Background: an optimization exercise with open tools, aiming at a short achievable clock period and few clock cycles. Do not read the settings as production practice.
The RTL was checked by simulation tests, not by an equivalence proof against the original design.
Power is estimated from default activity; no workload was simulated.

==> flow/design.v (excerpt) <==
module cpu(clk, reset, read_data, mem_addr, mem_cmd, out, N, V, Z, w);
    input clk, reset;
    input [15:0] read_data;
    output [8:0] mem_addr;
    output [1:0] mem_cmd;
    output [15:0] out;
    output N, V, Z, w;
    function [16:0] ks16(input [15:0] a, input [15:0] b, input ci);
        reg [15:0] p, g0, p0, g1, p1, g2, p2, g3, p3, g4;
        integer i;
        begin
            p = a ^ b;
            g0 = a & b;
            g0[0] = (a[0] & b[0]) | (p[0] & ci);
            p0 = p;
            for (i = 0; i < 16; i = i + 1) begin
                g1[i] = (i >= 1) ? g0[i] | (p0[i] & g0[i-1]) : g0[i];
                p1[i] = (i >= 1) ? p0[i] & p0[i-1] : p0[i];
            end
            for (i = 0; i < 16; i = i + 1) begin
                g2[i] = (i >= 2) ? g1[i] | (p1[i] & g1[i-2]) : g1[i];
                p2[i] = (i >= 2) ? p1[i] & p1[i-2] : p1[i];
            end
  ...
Settings: LEC_CHECK=0, CAP_MARGIN=20, CORE_MARGIN=2, CORE_UTILIZATION=35, SETUP_SLACK_MARGIN=4.0, SLEW_MARGIN=20, SYNTH_HIERARCHICAL=1, TNS_END_PERCENT=100; clock period 7.0 ns.
run.sh (not shown) runs the stock make flow with config.mk's settings and CLKGATE_MAP_FILE= SYNTH_SCRIPT=/design/flow/synth_recipe.tcl, a recipe that flattens the netlist after the stock synthesis.
The first run passed the timing, design-rule and antenna checks.
Testbench counts at the start, summed over its fixed seeds: cycles 20,667.
Edit:
SYNTH_HIERARCHICAL = default   (was 1)
Effect: Non-clock buffer count rose by 53; setup slack gains 44 ps; first-iteration DRC count rose by 8.9%; maximum frequency rose by 1.2%; final cell count fell by 8.7%; total power rose by 5.5%.


rev 12:
cpu, a different RTL version from the one above (not shown whole).
For scale: ~2000 cells after synthesis, roughly 49 I/O pins.
Design cpu, start of the top module:
module cpu(clk, reset, read_data, mem_addr, mem_cmd, out, N, V, Z, w);
    input clk, reset;
    input [15:0] read_data;
    output [8:0] mem_addr;
    output [1:0] mem_cmd;
    output [15:0] out;
    output N, V, Z, w;
    reg [127:0] rf;             
    reg [2:0]  flags;           
    reg [15:0] ir;              
    reg [8:0]  ir_pc;
    reg        irv;             
    reg        fq;              
    reg [8:0]  fa;
    reg [8:0]  pc_f;            
    reg        ld_q;            
    reg [7:0]  ld_wr;
    reg        halted;
    reg [1:0]  cmd_q;
    reg        use_maddr;
    reg [8:0]  maddr;
    reg [15:0] sdata;
    reg        ev;
    reg [15:0] opA, opB;
    reg        cin;
    reg [7:0]  e_wr;            
    reg [7:0]  e_ldrd;          
    reg        e_add, e_and, e_cmp, e_ld, e_st, e_redir, e_halt;
    assign mem_cmd = cmd_q;
    assign mem_addr = use_maddr ? maddr : pc_f;
    assign out = sdata;
    assign {V, N, Z} = flags;
    assign w = halted | e_halt;
    wire [15:0] sum = opA + opB + {15'b0, cin};
    wire [15:0] e_res = e_add ? sum : e_and ? (opA & opB) : opB;
    wire zf = &(opA ^ opB);
    wire vf = (opA[15] == opB[15]) & (sum[15] != opA[15]);
    wire [2:0] flags_n = e_cmp ? {vf, sum[15], zf} : flags;
    wire [15:0] wdata = ld_q ? read_data : e_res;
  ...
Settings: LEC_CHECK=0, ABC_CLOCK_PERIOD_IN_PS=3000, CAP_MARGIN=20, CORE_MARGIN=2, CORE_UTILIZATION=40, SETUP_SLACK_MARGIN=4.0, SLEW_MARGIN=20, TNS_END_PERCENT=100; clock period 7.0 ns.
Testbench counts of rev 12, summed over its fixed seeds: cycles 21,574.
> inputs changed (rev 12 -> rev 13)
Settings: clearing TNS_END_PERCENT, which used to be 100; clearing ABC_CLOCK_PERIOD_IN_PS, which used to be 3000; clearing SETUP_SLACK_MARGIN, which used to be 4.0.
--- outcome ---
Rev 13 vs rev 12: final net count down by a few percent. Rev 13 vs. rev 12: setup slack of the most critical reg-to-reg path decreased by 810 ps relative to the old numbers, met2 wirelength from detailed routing decreased by 12% relative to the old numbers, wire length of the first global-routing pass decreased by 5.6% relative to the old numbers, number of cells in the finished layout apart from fillers decreased by 149 relative to the old numbers. Taking rev 12 as the reference, in rev 13 count of clock-buffer cells in the layout up 8; minimum period implied by the final worst setup slack up 810 ps; data arrival at the endpoint of the critical path up 760 ps; sequential share of layout area up 4.8 points.


== try-maple ==
Another version of the RTL of cpu (not shown whole).
Size: roughly 49 I/O pins.
export LEC_CHECK = 0
export CAP_MARGIN = 20
export CORE_MARGIN = 2
export CORE_UTILIZATION = 30
export SETUP_SLACK_MARGIN = 4.0
export SLEW_MARGIN = 20
export SYNTH_HIERARCHICAL = 1
export TNS_END_PERCENT = 100
create_clock -name core_clock -period 7.0 [get_ports {clk}]
Testbench counts of try-maple, summed over its fixed seeds: cycles 20,667.
Input changes introduced in try-fjord (baseline for comparison: try-maple):
Settings: changing CORE_UTILIZATION from 30 to 25.
[summary]
Core util | try-fjord vs try-maple | try-fjord lower
Of try-fjord and try-maple, it is try-fjord that has the lower clock network power share.
In try-fjord, the critical path depth came out 9 above the value in try-maple.
Total wire length: try-maple and try-fjord compared, lower one is try-maple
Sequential share of layout area: try-fjord vs try-maple — no meaningful difference
Of try-maple and try-fjord, the higher power belongs to try-maple.
The post-placement cell area of try-fjord is higher than that of try-maple.
Worst path arrival time (try-fjord over try-maple): increase, 1.95 ns
Compared with try-maple, try-fjord shows a fmax that is about 0.9% lower.
The following lists how try-zinc was set up differently from try-fjord:
Settings: CORE_UTILIZATION changed from 25 to 35.
Findings:
Summary of try-zinc over try-fjord: routed length on met3 shows an increase of 340 µm; cell area dropped 710 µm²; width of the die fell 15%.
Of try-zinc and try-fjord, it is try-zinc that has the higher register-to-register setup slack.
[compare] base=try-fjord new=try-zinc: combined area of the multi-input logic cells down about 0.37%; clock buffer instance count of the final layout decreased 8; share of power burned in combinational logic -0.9 points; number of filler cells placed in the layout shows a reduction of 33%.
Compared to try-fjord, try-zinc has smallest setup slack after layout 0.0099 ns higher.
Highest-delay cell along the critical path: sky130_fd_sc_hd__dfxtp_4 -> try-fjord, sky130_fd_sc_hd__maj3_4 -> try-zinc

-- afterwards: timing with drivers on the ports --
The flow's constraints put no driver on any port. The routed layouts listed below were extracted and timed again, unchanged, in two steps.
Step 1 (the two cells are an assumption about what drives the block):
set clk [get_ports {clk}]
set_driving_cell -lib_cell sky130_fd_sc_hd__clkbuf_16 $clk
set_driving_cell -lib_cell sky130_fd_sc_hd__buf_2 [delete_from_list [all_inputs] $clk]
Step 2 moves the port delays by t, midway between the first and last clock arrival at a register: inputs arrive t later, outputs are due t later. That takes back most of the time a late clock gives input paths.
a / b / c = no drivers / after step 1 / after step 2; a / b = the first two.
run | t, ns | setup WS [ns] | slew at the worst register clock pin (ns)
the first run of note 1 | 0.706 | 3.303 / 3.033 / 2.326 | 0.07 / 0.07
the second run of note 1 | 0.710 | 3.347 / 3.290 / 2.579 | 0.08 / 0.08
rev 12 | 0.643 | 2.499 / 2.499 / 2.033 | 0.07 / 0.07
rev 13 | 0.601 | 1.694 / 1.694 / 1.201 | 0.07 / 0.07
try-maple | 0.730 | 3.871 / 3.787 / 3.078 | 0.07 / 0.07
try-fjord | 0.720 | 3.842 / 3.749 / 3.029 | 0.07 / 0.07
try-zinc | 0.707 | 3.852 / 3.582 / 2.876 | 0.07 / 0.07
After both steps every run listed still meets setup and hold. The setup slack of the first run of note 1, which loses most, moves by -0.270 ns with the drivers and by -0.977 ns with both steps.
